What follows belongs to an exercise in optimizing a design on an open flow for small area; a production flow would make more cautious choices. Where RTL was checked, it was by simulation tests only, not by an equivalence proof against the original. For run 1, only the layout was checked, not whether the RTL still works. No activity file was given, so power comes from the tool's default toggle rates.

**flow/run.sh**
```bash
#!/bin/bash
# Standard synthesis unchanged; then every combinational cell is set to its
# smallest drive strength, and the standard layout steps run with small port
# buffers and a clock tree of small buffers without dummy loads.
set -o pipefail
HERE=$(pwd)
bash standard.sh synth > synth_standard.log 2>&1 || exit 1
RES=$HERE/orfs/results/$FLOW_PLATFORM/dp_memory/base
ODB_FILE=$RES/1_synth.odb openroad -no_init -exit flow/downsize.tcl > downsize.log 2>&1 || exit 1
touch $RES/1_synth.sdc
export REMOVE_ABC_BUFFERS=1
export BUFFER_PORTS_ARGS="-buffer_cell sky130_fd_sc_hd__buf_1"
export CTS_ARGS="-sink_clustering_enable -repair_clock_nets -dont_use_dummy_load -buf_list sky130_fd_sc_hd__clkbuf_4 -sink_clustering_size 10 -sink_clustering_max_diameter 60"
bash standard.sh finish > layout.log 2>&1
```
**flow/downsize.tcl**
```tcl
# Give every combinational cell of the synthesized netlist the smallest
# drive strength of its function; the layout's repair steps upsize or
# buffer wherever a net needs more drive.
set odb $::env(ODB_FILE)
read_db $odb
set db [ord::get_db]
array set best {}
foreach lib [$db getLibs] {
  foreach m [$lib getMasters] {
    set n [$m getName]
    if {![regexp {^(sky130_fd_sc_hd__[a-z0-9]+)_([0-9]+)$} $n -> fn sz]} { continue }
    set a [expr {[$m getWidth] * [$m getHeight]}]
    if {![info exists best($fn)] || $a < [lindex $best($fn) 1] || ($a == [lindex $best($fn) 1] && $sz == 1)} {
      set best($fn) [list $m $a]
    }
  }
}
set dont_use {sky130_fd_sc_hd__probe_p sky130_fd_sc_hd__probec_p sky130_fd_sc_hd__lpflow_bleeder}
set n 0
foreach inst [[$db getChip] getBlock] { }
foreach inst [[[$db getChip] getBlock] getInsts] {
  set m [$inst getMaster]
  set name [$m getName]
  if {![regexp {^(sky130_fd_sc_hd__[a-z0-9]+)_([0-9]+)$} $name -> fn sz]} { continue }
  # registers keep their cells
  if {[regexp {__(df|edf|sdf|sedf|dl)} $fn]} { continue }
  if {![info exists best($fn)]} { continue }
  set bm [lindex $best($fn) 0]
  if {[$bm getName] eq $name} { continue }
  if {[lindex $best($fn) 1] >= [expr {[$m getWidth] * [$m getHeight]}]} { continue }
  if {[$inst swapMaster $bm]} {
    puts "downsize [$inst getName] $name -> [$bm getName]"
    incr n
  }
}
puts "downsized $n cells"
write_db $odb
```
**standard.sh**
```bash
#!/bin/bash
# synth_recipe.tcl (not shown) runs the flow's synth.tcl, then flattens the netlist and writes it again
# the make line also repeats each setting of config.mk as NAME=value (left out here)
make -C /OpenROAD-flow-scripts/flow DESIGN_CONFIG=/design/flow/config.mk WORK_HOME=/design/flow/orfs CLKGATE_MAP_FILE= SYNTH_SCRIPT=/design/flow/synth_recipe.tcl "${@:-finish}"
```
**config.mk**
```make
export PLATFORM = sky130hd
export DESIGN_NAME = dp_memory
export DESIGN_NICKNAME = dp_memory
export VERILOG_FILES = /design/flow/design.v
export SDC_FILE = /design/flow/constraint.sdc
export NUM_CORES = 4
export LEC_CHECK = 0
export CAP_MARGIN = 20
export CORE_MARGIN = 2
export CORE_UTILIZATION = 40
export SLEW_MARGIN = 20
export SYNTH_HIERARCHICAL = 1
export SYNTH_MINIMUM_KEEP_SIZE = 0
```
**constraint.sdc**
```tcl
create_clock -name core_clock -period 5.0 [get_ports {clk}]
set_input_delay 1.0000 -clock core_clock [delete_from_list [all_inputs] [get_ports {clk}]]
set_output_delay 1.0000 -clock core_clock [all_outputs]
set_load 0.01 [all_outputs]
```
**design.v**
```verilog
module dp_memory(clk,rst,valid,we,re,r_addr,w_data,w_addr,r_data,ready);
  parameter DATA_SIZE=32;
  parameter ADDR_WIDTH=4;
  localparam DEPTH=2**ADDR_WIDTH;
  input clk,rst,valid,we,re;
  input[DATA_SIZE-1:0]w_data;
  input[ADDR_WIDTH-1:0]w_addr,r_addr;
  output reg [DATA_SIZE-1:0]r_data;
  output reg ready;
  wire nclr = rst & ~(valid & ~we & ~re);
  wire wr   = rst & valid & we;
  wire rd   = rst & valid & re;
  wire [3:0] wlo, whi, rlo, rhi;
  genvar i, j;
  generate
    for (i = 0; i < 4; i = i + 1) begin : g_pre
      assign wlo[i] = wr & (w_addr[1:0] == i);
      assign whi[i] = (w_addr[3:2] == i);
      assign rlo[i] = rd & (r_addr[1:0] == i);
      assign rhi[i] = (r_addr[3:2] == i);
    end
  endgenerate
  reg  [DATA_SIZE*DEPTH-1:0] mem;
  wire [DATA_SIZE*DEPTH-1:0] mem_d;
  wire [DEPTH-1:0] wen_n, wen, hold;
  wire [DEPTH-1:0] sel;
  generate
    for (i = 0; i < DEPTH; i = i + 1) begin : g_word
      dpm_nand2 u_wn (.a(wlo[i%4]), .b(whi[i/4]), .y(wen_n[i]));
      dpm_inv   u_w  (.a(wen_n[i]), .y(wen[i]));
      dpm_and2  u_h  (.a(nclr), .b(wen_n[i]), .y(hold[i]));
      dpm_and2  u_s  (.a(rlo[i%4]), .b(rhi[i/4]), .y(sel[i]));
      for (j = 0; j < DATA_SIZE; j = j + 1) begin : g_bit
        dpm_a22o u_d (.a1(wen[i]), .a2(w_data[j]), .b1(hold[i]), .b2(mem[i*DATA_SIZE+j]),
                      .y(mem_d[i*DATA_SIZE+j]));
      end
    end
  endgenerate
  always @(posedge clk)
    mem <= mem_d;
  wire rhold = ~rd;
  wire [DATA_SIZE-1:0] r_d;
  generate
    for (j = 0; j < DATA_SIZE; j = j + 1) begin : g_rbit
      wire [4:0] n;   
      wire v, w;
      for (i = 0; i < 5; i = i + 1) begin : g_grp
        dpm_a222oi u_g (.a1(sel[3*i]),   .a2(mem[(3*i)*DATA_SIZE+j]),
                        .b1(sel[3*i+1]), .b2(mem[(3*i+1)*DATA_SIZE+j]),
                        .c1(sel[3*i+2]), .c2(mem[(3*i+2)*DATA_SIZE+j]),
                        .y(n[i]));
      end
      dpm_nand2  u_v (.a(n[3]), .b(n[4]), .y(v));
      dpm_a221oi u_w (.a1(sel[15]), .a2(mem[15*DATA_SIZE+j]), .b1(rhold), .b2(r_data[j]),
                      .c1(v), .y(w));
      dpm_nand4  u_o (.a(n[0]), .b(n[1]), .c(n[2]), .d(w), .y(r_d[j]));
    end
  endgenerate
  always @(posedge clk) begin
    r_data <= r_d;
    if (rst) ready <= valid;
  end
endmodule
module dpm_inv(a, y);
  input a;
  output y;
  assign y = ~a;
endmodule
module dpm_nand2(a, b, y);
  input a, b;
  output y;
  assign y = ~(a & b);
endmodule
module dpm_and2(a, b, y);
  input a, b;
  output y;
  assign y = a & b;
endmodule
module dpm_nand4(a, b, c, d, y);
  input a, b, c, d;
  output y;
  assign y = ~(a & b & c & d);
endmodule
module dpm_a22o(a1, a2, b1, b2, y);
  input a1, a2, b1, b2;
  output y;
  assign y = (a1 & a2) | (b1 & b2);
endmodule
module dpm_a221oi(a1, a2, b1, b2, c1, y);
  input a1, a2, b1, b2, c1;
  output y;
  assign y = ~((a1 & a2) | (b1 & b2) | c1);
endmodule
module dpm_a222oi(a1, a2, b1, b2, c1, c2, y);
  input a1, a2, b1, b2, c1, c2;
  output y;
  assign y = ~((a1 & a2) | (b1 & b2) | (c1 & c2));
endmodule
```
==> results of run 1 <==
## final cells by class
cell class	count	area, um^2	area share
diodes	1	2.50	0.000126
clock buffers	61	458	0.0230
inverters	19	71.3	0.00358
multi-input cells	837	7070	0.355
flip-flops and latches	545	10900	0.548
well taps	592	741	0.0372
repair buffers	125	649	0.0326
## worst paths after layout
kind / start / end / slack [ns] / cells past startpoint
setup / recovery: rst / r_data[15]$_DFF_P_ / 2.22 / 9
hold / removal: valid / ready$_DFFE_PP_ / 0.46 / 1
setup reg to reg: mem[412]$_DFF_P_ / r_data[28]$_DFF_P_ / 3.62 / 4
hold reg to reg: mem[242]$_DFF_P_ / mem[242]$_DFF_P_ / 0.47 / 1
## power breakdown
group | internal [mW] | switching [mW] | leakage, nW
Sequential | 4.37 | 0.0185 | 4.39
Clock | 0.557 | 1.40 | 0.281
Combinational | 0.0567 | 0.260 | 2.83
Total | 4.98 | 1.68 | 7.50
## state kept, by name, indices dropped and copies added, names as in the netlist
signal  flops
mem       512
r_data     32
ready       1
## routing by layer
layer / vias to the layer above / part of all wire
met3: 128 / 0.10
met2: 882 / 0.43
met4: 2 / 0.024
met1: 7357 / 0.45
li1: 6458 / -
met5: - / 0.00030
## through the flow
step | hold WS [ns] | power, mW | worst slack [ns] | instance area, um^2
finish | 0.456 | 6.67 | 2.22 | 19900
global placement | 0.451 | 4.79 | 1.58 | 19500
CTS | 0.386 | 6.69 | 2.42 | 19900
global route | 0.395 | 6.90 | 2.12 | 19900
detailed placement | 0.451 | 4.80 | 1.54 | 19500
floorplan | 0.438 | 4.59 | 1.75 | 18000
## worst max-delay path, cell delays in order
cell,delay [ns]
buf_1,0.19
nand3_2,0.28
nor3_1,0.31
and2_1,0.80
buf_4,0.42
a222oi_1,0.16
nand2_1,0.14
a221oi_1,0.06
nand4_1,0.15
==> results.toml, run 1 <==
[clock_network]
ctsHoldBuffers = 0
insertion_delay_ns = 0.85
cts_tree = "yes"
clk_pin_slew_ns = 0.10
htreeDepth = 2
clockBufferDepth = 3
cts_resized = 0
cts_root_buf = "clkbuf_4"
cts_sinks = 545
numCtsBuffers = 61
cts_setup_buffers = 0

[floorplan]
start_util = 0.406
die_h_um = 216
die_w_um = 216
core_um2 = 44400
die-area_um2 = 46800
row_count = 77
ios = 78

[cells_and_area]
final_cell_mix = "dfxtp_1, a22o_1, a222oi_1, buf_1, clkbuf_4"
fill_cells = 4055
nNetsFinal = 1634
layout_commonest_cell = "dfxtp_1"
drive_above_1_share = 0.0731
areaGrowthSynthToFinish_pct = 10.3
final_cells = 2180
fin_util = 0.448

[global_routing]
grt_overflow = 0
grt_util_met3 = 0.0604
grt_max_degree = 33
track_usage = 0.264
grt_pass1_vias = 14500
grt_pass1_wl_mm = 94.7
antenna_found_initial = 2
met2_usage = 0.392
use_met1 = 0.383
busiest_layer = "met2"

[placement]
dpl.cell_count = 2118
port_buffers = 77
gp_congestion = 0.818
dp_hpwl_mm = 35.2

[worst_setup_path]
worst_setup_path_end_kind = "flop"
criticalPathCategory = "in2reg"
cp-start-kind = "primary input"
cp.required_ns = 5.75
path_max_fanout = 17
arrival_ns = 3.53

[routing]
drc = 0
ant_nets = 0
num_vias = 14800
wirelength_mm = 63.7
wl_per_cell_um = 29.2
avgViaCountPerCell = 6.80
first_pass_iters = 8
drt-initial-drc-count = 2436

[yosys]
synthCells = 1401
synth_warnings = 7
synthesis.area_um2 = 18000
avgSynthCellArea_um2 = 12.9

[timing]
fmax_mhz = 360
skew_ns = 0.0466
setup_violations = 0
tns_ns = 0
tightest_slew_ns = 1.20
slew_headroom = 0.201
timing.final.crit_share = 0.556
rsz0062_at_grt = "no"
hold_viol = 0
period_needed_ns = 2.78
drv_slew = 0

[job]
drv_cap = 0

[worst_hold_path]
hold_class = "in2reg"

[power_and_ir_drop]
p_per_area_nw_per_um2 = 335
power.leakage_nw = 7.50
vdd_drop_max_uv = 137

[run_status]
status = "complete, no violations"
==> run 2, diff against run 1 <==
--- a/design.v
+++ b/design.v
@@ -26,10 +26,13 @@
   wire [DEPTH-1:0] sel;
   generate
     for (i = 0; i < DEPTH; i = i + 1) begin : g_word
+      wire hold_n, sel_n;
       dpm_nand2 u_wn (.a(wlo[i%4]), .b(whi[i/4]), .y(wen_n[i]));
       dpm_inv   u_w  (.a(wen_n[i]), .y(wen[i]));
-      dpm_and2  u_h  (.a(nclr), .b(wen_n[i]), .y(hold[i]));
-      dpm_and2  u_s  (.a(rlo[i%4]), .b(rhi[i/4]), .y(sel[i]));
+      dpm_nand2 u_hn (.a(nclr), .b(wen_n[i]), .y(hold_n));
+      dpm_inv   u_h  (.a(hold_n), .y(hold[i]));
+      dpm_nand2 u_sn (.a(rlo[i%4]), .b(rhi[i/4]), .y(sel_n));
+      dpm_inv   u_s  (.a(sel_n), .y(sel[i]));
       for (j = 0; j < DATA_SIZE; j = j + 1) begin : g_bit
         dpm_a22o u_d (.a1(wen[i]), .a2(w_data[j]), .b1(hold[i]), .b2(mem[i*DATA_SIZE+j]),
                       .y(mem_d[i*DATA_SIZE+j]));
@@ -38,7 +41,8 @@
   endgenerate
   always @(posedge clk)
     mem <= mem_d;
-  wire rhold = ~rd;
+  wire rhold;
+  dpm_inv u_rh (.a(rd), .y(rhold));
   wire [DATA_SIZE-1:0] r_d;
   generate
     for (j = 0; j < DATA_SIZE; j = j + 1) begin : g_rbit
@@ -71,11 +75,6 @@
   output y;
   assign y = ~(a & b);
 endmodule
-module dpm_and2(a, b, y);
-  input a, b;
-  output y;
-  assign y = a & b;
-endmodule
 module dpm_nand4(a, b, c, d, y);
   input a, b, c, d;
   output y;
--- a/flow/downsize.tcl
+++ b/flow/downsize.tcl
@@ -10,8 +10,8 @@
     set n [$m getName]
     if {![regexp {^(sky130_fd_sc_hd__[a-z0-9]+)_([0-9]+)$} $n -> fn sz]} { continue }
     set a [expr {[$m getWidth] * [$m getHeight]}]
-    if {![info exists best($fn)] || $a < [lindex $best($fn) 1] || ($a == [lindex $best($fn) 1] && $sz == 1)} {
-      set best($fn) [list $m $a]
+    if {![info exists best($fn)] || $a < [lindex $best($fn) 1] || ($a == [lindex $best($fn) 1] && $sz > [lindex $best($fn) 2])} {
+      set best($fn) [list $m $a $sz]
     }
   }
 }
@@ -27,7 +27,7 @@
   if {![info exists best($fn)]} { continue }
   set bm [lindex $best($fn) 0]
   if {[$bm getName] eq $name} { continue }
-  if {[lindex $best($fn) 1] >= [expr {[$m getWidth] * [$m getHeight]}]} { continue }
+  if {[lindex $best($fn) 1] > [expr {[$m getWidth] * [$m getHeight]}]} { continue }
   if {[$inst swapMaster $bm]} {
     puts "downsize [$inst getName] $name -> [$bm getName]"
     incr n
--- a/config.mk
+++ b/config.mk
@@ -5,9 +5,10 @@
 export SDC_FILE = /design/flow/constraint.sdc
 export NUM_CORES = 4
 export LEC_CHECK = 0
-export CAP_MARGIN = 20
+export CAP_MARGIN = 10
 export CORE_MARGIN = 2
 export CORE_UTILIZATION = 40
-export SLEW_MARGIN = 20
+export GPL_TIMING_DRIVEN = 0
+export SLEW_MARGIN = 10
 export SYNTH_HIERARCHICAL = 1
 export SYNTH_MINIMUM_KEEP_SIZE = 0
==> results.toml, run 2 <==
[global_routing]
grt_max_degree = 33
track_usage = 0.257
grt_pass1_vias = 14500
antenna_found_initial = 2
grt_overflow = 0
grt_pass1_wl_mm = 91.9

[routing]
avgViaCountPerCell = 6.94
drt-initial-drc-count = 2438
num_vias = 15000
drc = 0
wl_per_cell_um = 29.0
first_pass_iters = 8
ant_nets = 0
wirelength_mm = 62.7

[cells_and_area]
reg_top3 = "mem: 512 flops, r_data: 32 flops, ready: 1 flops"
drive_above_1_share = 0.0713
areaGrowthSynthToFinish_pct = 8.25
largest_register_ffs = 512
final_cell_mix = "dfxtp_1, a22o_1, a222oi_1, nand2_1, buf_1"
nNetsFinal = 1618
design_area_um2 = 19600
regMostFlops = "mem"
layout_commonest_cell = "dfxtp_1"

[power_and_ir_drop]
p_total_mw = 6.63
power.leakage_nw = 7.38
vdd_drop_max_uv = 131
p_per_area_nw_per_um2 = 339

[worst_setup_path]
criticalPathCategory = "in2reg"
worst_setup_path_end_kind = "flop"
cp-startpoint = "valid"
arrival_ns = 3.39
cp-start-kind = "primary input"
rrSetupSlack_ns = 3.63
r2r-start = "mem[306]$_DFF_P_"
cp.required_ns = 5.77
path_max_fanout = 32

[yosys]
synthCells = 1433
synth_warnings = 7
synthesis.area_um2 = 18100
avgSynthCellArea_um2 = 12.6

[clock_network]
cts_tree = "yes"
clockBufferDepth = 3
numCtsBuffers = 61
ctsHoldBuffers = 0
cts_resized = 0
cts_sinks = 545
cts_root_buf = "clkbuf_4"
htreeDepth = 2
clk_pin_slew_ns = 0.11
cts_setup_buffers = 0
insertion_delay_ns = 0.84

[floorplan]
ios = 78
die-area_um2 = 47000
core_um2 = 44400
die_h_um = 217
die_w_um = 217
row_count = 77
start_util = 0.407

[placement]
dp_hpwl_mm = 30.5
placed_area_um2 = 19100
place_ws_ns = 1.66
gp_congestion = 0.711
port_buffers = 77

[timing]
tns_ns = 0
timing.final.crit_share = 0.523
slew_headroom = 0.251
skew_ns = 0.0560
rsz0062_at_grt = "no"
hold_viol = 0
tightest_slew_ns = 1.12
setup_violations = 0
fmax_mhz = 382
layout_setup_ws_ns = 2.38
period_needed_ns = 2.62
drv_slew = 0

[job]
drv_cap = 0

[worst_hold_path]
hold_class = "reg2reg"
worstHoldStart = "mem[3]$_DFF_P_"

[run_status]
status = "complete, no violations"
-- run 2: cell count changes in the layout (fill, tap and decap cells not counted) --
cell,delta
inv_2,+51
buf_4,-48
nand3_2,-1
and2_2,-6
and2_1,-26
and3_1,+1
diode_2,+1
nand2_1,+32
inv_1,-19
a21boi_1,+1
nand3_1,+1
nor3b_1,+2
a21boi_0,-1
nor3_1,-3
-- run 2: final timing paths --
path / depth (start not counted) / to
worst max register to register: 4 / r_data[18]$_DFF_P_
worst max-delay path: 9 / r_data[11]$_DFF_P_
worst min register to register: 2 / r_data[3]$_DFF_P_
worst min-delay path: 2 / r_data[3]$_DFF_P_
-- run 2: power by group --
group          internal, mW  switching (mW)
sequential             4.37          0.0175
clock                 0.556            1.38
combinational        0.0438           0.261
total                  4.97            1.66
-- run 2: area by class of cell --
cell class,instances,area [um^2]
well taps,592,741
fillers,4093,24800
multi-input cells,837,6980
diodes,2,5.00
clock buffers,61,458
inverters,51,191
repair buffers,77,289
flip-flops and latches,545,10900
-- run 2: metal layers --
metal / global-route usage / vias to the layer above / wire length (um)
met1: 0.379 / 7533 / 27700
li1: - / 6430 / -
met4: 0.0888 / 2 / 1600
met3: 0.0556 / 118 / 6880
met5: 0 / - / 11
met2: 0.368 / 933 / 26600
-- run 2: through the flow --
stage / cells / hold WS (ns) / util
2_1_floorplan: 1433 / 0.438 / -
3_3_place_gp: 2102 / 0.451 / 0.431
3_5_place_dp: 2102 / 0.451 / 0.431
4_1_cts: 2163 / 0.424 / 0.441
5_1_grt: 2165 / 0.462 / 0.441
6_report: 2165 / 0.471 / 0.441
-- run 2: worst max-delay path, cell delays in order --
cell and delay [ns]:
buf_1 0.17, nand3_1 0.18, nor3b_1 0.52, nand2_1 0.13
inv_2 0.72, a222oi_1 0.27, nand2_1 0.18, a221oi_1 0.07
nand4_1 0.14
==> run 3, diff against run 2 <==
--- a/config.mk
+++ b/config.mk
@@ -7,7 +7,7 @@
 export LEC_CHECK = 0
 export CAP_MARGIN = 10
 export CORE_MARGIN = 2
-export CORE_UTILIZATION = 40
+export CORE_UTILIZATION = 60
 export GPL_TIMING_DRIVEN = 0
 export SLEW_MARGIN = 10
 export SYNTH_HIERARCHICAL = 1
==> results.toml, run 3 <==
[cells_and_area]
areaGrowthSynthToFinish_pct = 6.81
reg_top3 = "mem: 512 flops, r_data: 32 flops, ready: 1 flops"
largest_register_ffs = 512
fin_util = 0.652
fill_cells = 2409
nNetsFinal = 1617
final_cells = 1962
multi_input_area_um2 = 6980
final_cell_mix = "dfxtp_1, a22o_1, a222oi_1, nand2_1, buf_1"
regMostFlops = "mem"
layout_commonest_cell = "dfxtp_1"
drive_above_1_share = 0.0707
layout.area.seq_um2 = 10900

[placement]
dpl.cell_count = 1900
port_buffers = 77
gp_congestion = 0.771
dp_hpwl_mm = 28.2

[clock_network]
insertion_delay_ns = 0.78
cts_root_buf = "clkbuf_4"
ctsHoldBuffers = 0
clk_pin_slew_ns = 0.10
htreeDepth = 2
numCtsBuffers = 60
cts_resized = 0
cts_sinks = 545
cts_tree = "yes"
clockBufferDepth = 3
cts_setup_buffers = 0

[power_and_ir_drop]
switchingPower_mw = 1.62
power_frac_seq = 0.667
vdd_drop_max_uv = 217
p_per_area_nw_per_um2 = 341
swShare = 0.246
p_comb_frac = 0.046
clockPowerShare = 0.287
intPower_mw = 4.96
p_total_mw = 6.58
power.leakage_nw = 7.38

[routing]
wirelength_mm = 59.3
drt-initial-drc-count = 2497
wl_per_cell_um = 30.2
num_vias = 15000
avgViaCountPerCell = 7.67
first_pass_iters = 6
drc = 0
ant_nets = 0

[yosys]
synth_warnings = 7
synthesis.area_um2 = 18100
synthCells = 1433
avgSynthCellArea_um2 = 12.6

[job]
drv_cap = 0

[worst_setup_path]
rrSetupSlack_ns = 3.61
max_stage_delay_ns = 0.63
worstReg2RegEnd = "r_data[25]$_DFF_P_"
cp-start-kind = "primary input"
crit_family = "simple AND/OR/NAND/NOR gates"
r2r-start = "mem[313]$_DFF_P_"
cp_common_cell = "nand2_1"
arrival_ns = 3.35
path_buf_inv = 2
cp.required_ns = 5.69
path_cells = "buf_1 > nand3_1 > nor3b_1 > nand2_1 > inv_2 > a222oi_1 > nand2_1 > a221oi_1 > nand4_1"
reg2regPathDepth = 4
path_max_fanout = 32
criticalPathCategory = "in2reg"
slowest_stage = "inv_2"
worst_setup_path_end_kind = "flop"

[floorplan]
row_count = 63
ios = 78
die-area_um2 = 31600
die_w_um = 178
core_um2 = 29600
start_util = 0.611
die_h_um = 178

[global_routing]
grt_overflow = 0
grt_pass1_wl_mm = 87.2
track_usage = 0.364
antenna_found_initial = 3
grt_max_degree = 33
grt_pass1_vias = 14200

[timing]
tightest_slew_ns = 1.05
skew_ns = 0.0644
setup_violations = 0
fmax_mhz = 377
hold_slack_ns = 0.477
period_needed_ns = 2.65
rsz0062_at_grt = "no"
tns_ns = 0
timing.final.crit_share = 0.531
hold_viol = 0
slew_headroom = 0.297
drv_slew = 0

[worst_hold_path]
whs_endpoint = "mem[322]$_DFF_P_"
worstHoldStart = "mem[322]$_DFF_P_"
whs_path_depth = 1
hold_class = "reg2reg"

[run_status]
status = "complete, no violations"
[run 3: metrics by stage]
stage / area (um^2) / setup slack [ns]
global route: 19300 / 2.23
global placement: 18900 / 1.71
CTS: 19300 / 2.47
finish: 19300 / 2.35
detailed placement: 18900 / 1.68
floorplan: 18100 / 2.56
[run 3: layout make-up]
type / count / area share
sequential: 545 / 0.565
multi-input combinational: 837 / 0.361
tap: 390 / 0.0252
clock buffer: 60 / 0.0233
timing repair buffer: 77 / 0.0150
inverter: 51 / 0.00990
antenna: 2 / 0.000259
[run 3: worst register-to-register path, cell delays in order (launching register included)]
cell and delay (ns):
dfxtp_1 0.34, a222oi_1 0.38, nand2_1 0.17, a221oi_1 0.24, nand4_1 0.13
[run 3: routing by layer]
metal | routed length [um] | GRT usage | up-vias
met3 | 7450 | 0.0844 | 175
met1 | 24600 | 0.517 | 7438
met2 | 25400 | 0.544 | 1018
met5 | 11 | 0 | -
met4 | 1850 | 0.129 | 2
li1 | - | - | 6414
[run 3: power groups by stage]
stage                     clock, mW  sequential (mW)  combinational [mW]
after floorplan                   0             4.48               0.113
after global placement            0             4.49               0.283
after detailed placement          0             4.49               0.289
after CTS                      1.91             4.39               0.289
after global routing           2.07             4.39               0.311
final                          1.89             4.39               0.305
[run 3: how the worst max path moves through the flow]
| stage | startpoint | to | slack [ns] | cells after the start |
|---|---|---|---|---|
| floorplan | valid | r_data[0]$_DFF_P_ | 2.56 | 9 |
| global placement | rst | r_data[18]$_DFF_P_ | 1.71 | 9 |
| detailed placement | rst | r_data[25]$_DFF_P_ | 1.68 | 9 |
| CTS | rst | r_data[25]$_DFF_P_ | 2.47 | 9 |
| global route | valid | r_data[24]$_DFF_P_ | 2.23 | 9 |
| finish | valid | r_data[25]$_DFF_P_ | 2.35 | 9 |

re-timing with driven ports:
The flow's constraints put no driver on any port. The routed layouts listed below were extracted and timed again, unchanged, in two steps.
Step 1: set_driving_cell puts a clkbuf_16 on clk and a buf_2 on each other input, an assumption about the parent block.
Step 2, shift: input delay + t, output delay - t, t = (earliest + latest rising clock arrival at the registers) / 2. This alone moves slack from input paths to output paths.
Slacks: no drivers / after step 1 / after step 2; pairs: no drivers / after step 1.
run | t, ns | slack for setup (ns) | worst setup path after step 2 | worst data-port slew with drivers (ns)
run 1 | 0.885 | 2.222 / 2.256 / 1.371 | input to register | 0.08
run 2 | 0.863 | 2.383 / 2.413 / 1.549 | input to register | 0.10
run 3 | 0.799 | 2.346 / 2.373 / 1.574 | input to register | 0.07
After both steps every run listed still meets setup and hold. For run 1, which loses most, drivers alone change the setup slack by +0.034 ns; drivers and shift together by -0.851 ns.
